Background: an optimization exercise with open tools, aiming at small area, a short achievable clock period and few clock cycles. Do not read the settings as production practice.
Only simulation tests tie the RTL to the original design; equivalence was not proved.

// mult32x32_fast
module mult32x32_fast (
    input  logic        clk,
    input  logic        reset,
    input  logic        start,
    input  logic [31:0] a,
    input  logic [31:0] b,
    output logic        busy,
    output logic [63:0] product
);
    logic        sel_hi;      
    logic        top;         
    logic [47:0] r16;
    logic [63:0] s;
    mult32x32_fast_fsm fsm_u (
        .clk(clk), .reset(reset), .start(start), .b_msw_is_0(b[31:16] == 16'd0),
        .busy(busy), .sel_hi(sel_hi)
    );
    assign top   = ~busy & (sel_hi ? b[31] : b[15]);
    assign r16   = busy ? product[47:0] : {16'd0, a & {32{top}}};
    mult32x32_fast_arith arith_u (.a(a), .b(b), .sel(sel_hi), .r16(r16), .s(s));
    always_ff @(posedge clk) begin
        if (start | busy)
            product <= s;
    end
endmodule
For scale: about 2,200 cells after synthesis, roughly 65 flip-flops, about 18,000 sq um of cells after synthesis.
clock: 12.0 ns
lec_check: 0
abc_area: 1
cap_margin: 20
core_margin: 2
core_utilization: 40
cts_buf_list: sky130_fd_sc_hd__clkbuf_4 sky130_fd_sc_hd__clkbuf_8
place_density: 0.6
setup_slack_margin: 3.5
slew_margin: 20
standard.sh (not shown) runs the stock make flow with config.mk's settings and CLKGATE_MAP_FILE= SYNTH_SCRIPT=/design/flow/synth_recipe.tcl, a recipe that flattens the netlist after the stock synthesis.
==> flow/flow/run.sh <==
#!/bin/bash
# Layout: the standard flow (standard.sh, its synthesis unchanged), with two changes:
# the ports are buffered with buf_2 cells instead of the delay buffers buffer_ports picks
# by default, and the resizer may swap a cell for one of another footprint.
# make's full output goes to standard_flow.log here; ORFS's per-step logs to orfs/logs/.
set -euo pipefail
bash standard.sh \
  "BUFFER_PORTS_ARGS=-buffer_cell sky130_fd_sc_hd__buf_2" \
  MATCH_CELL_FOOTPRINT=0 \
  finish > standard_flow.log 2>&1
The starting point went through all stages and came out clean.
Testbench counts at the start, summed over its fixed seeds: cycles 4,808.
==> next run, changes <==
CTS_BUF_LIST = unset   (was sky130_fd_sc_hd__clkbuf_4 sky130_fd_sc_hd__clkbuf_8)
SETUP_SLACK_MARGIN = 4   (was 3.5)
Outcome: Setup slack improved by 0.42 ns. Global-route usage rises by 0.34 points. Design area rises by 9.7%. Area after synthesis is unchanged. Routed wire length rises by 4.4%. Worst hold slack is about the same. Via count rises by 2.4%. Cell count rises by 1.8%.
==> next run, changes <==
==> flow/run.sh (new file) <==
#!/bin/bash
# synth_recipe.tcl (not shown) runs the flow's synth.tcl, then flattens the netlist and writes it again
# the make line also repeats each setting of config.mk as NAME=value (left out here)
make -C /OpenROAD-flow-scripts/flow DESIGN_CONFIG=/design/flow/config.mk WORK_HOME=/design/flow/orfs CLKGATE_MAP_FILE= SYNTH_SCRIPT=/design/flow/synth_recipe.tcl finish
SETUP_SLACK_MARGIN = 2   (was 4)
removed: flow/flow/run.sh
removed: flow/standard.sh
What happened:
- The new run finished clean
- wire length is lower by 8.7%
- non-clock buffer count is lower by 86
- first-iteration DRC count is lower by 4.9%
- die area stays the same
- clock-buffer cell count is lower by 1
- via count is lower by 5.1%
- utilization is lower by 4.1 points
- cell area is lower by 8.4%
==> next run, changes <==
==> flow/flow/run.sh (new file) <==
#!/bin/bash
# Layout: the standard flow (standard.sh, its synthesis unchanged), with two changes:
# the ports are buffered with buf_2 cells instead of the delay buffers buffer_ports picks
# by default, and the resizer may swap a cell for one of another footprint.
# make's full output goes to standard_flow.log here; ORFS's per-step logs to orfs/logs/.
set -euo pipefail
bash standard.sh \
  "BUFFER_PORTS_ARGS=-buffer_cell sky130_fd_sc_hd__buf_2" \
  MATCH_CELL_FOOTPRINT=0 \
  finish > standard_flow.log 2>&1
==> flow/standard.sh (new file) <==
#!/bin/bash
# synth_recipe.tcl (not shown) runs the flow's synth.tcl, then flattens the netlist and writes it again
# the make line also repeats each setting of config.mk as NAME=value (left out here)
make -C /OpenROAD-flow-scripts/flow DESIGN_CONFIG=/design/flow/config.mk WORK_HOME=/design/flow/orfs CLKGATE_MAP_FILE= SYNTH_SCRIPT=/design/flow/synth_recipe.tcl "${@:-finish}"
SETUP_SLACK_MARGIN = 3.5   (was 2)
removed: flow/run.sh
Setup slack gains 1.4 ns. Routed wire length climbs by 5.1%. Global-route usage climbs by 1.4 points. Non-clock buffer count climbs by 36. Cell area is about the same.
==> next run, changes <==
--- a/flow/flow/run.sh
+++ b/flow/flow/run.sh
@@ -3 +3 @@
-# the ports are buffered with buf_2 cells instead of the delay buffers buffer_ports picks
+# the ports are buffered with buf_4 cells instead of the delay buffers buffer_ports picks
@@ -8 +8 @@
-  "BUFFER_PORTS_ARGS=-buffer_cell sky130_fd_sc_hd__buf_2" \
+  "BUFFER_PORTS_ARGS=-buffer_cell sky130_fd_sc_hd__buf_4" \
SETUP_SLACK_MARGIN = 4   (was 3.5)
The changed run produced a clean layout.
Non-clock buffer count is higher by 24.
Synthesized area is unchanged.

-- what the ideal ports hide --
The results above use ideal ports. As a check the final layouts listed here were re-extracted and re-timed, cells and wires unchanged.
Step 1: set_driving_cell puts a clkbuf_16 on clk and a buf_2 on each other input, an assumption about the parent block.
Step 2, shift: input delay + t, output delay - t, t = (earliest + latest rising clock arrival at the registers) / 2. This alone moves slack from input paths to output paths.
Three values: ideal ports, drivers, drivers and shift; two values: the first two.
run | t, ns | setup slack, ns | worst setup path after step 2 | worst register clock-pin slew, ns
the first run | 0.448 | 3.680 / 3.707 / 3.260 | input to register | 0.09 / 0.09
the second run | 0.424 | 4.098 / 4.131 / 3.707 | input to register | 0.07 / 0.07
the third run | 0.419 | 2.350 / 2.378 / 1.959 | input to register | 0.07 / 0.07
the fourth run | 0.419 | 3.709 / 3.740 / 3.320 | input to register | 0.07 / 0.07
the fifth run | 0.433 | 3.867 / 3.885 / 3.451 | input to register | 0.09 / 0.09
After both steps setup and hold are still met in every run listed. The setup slack of the first run, which loses most, moves by +0.027 ns with the drivers and by -0.420 ns with both steps.
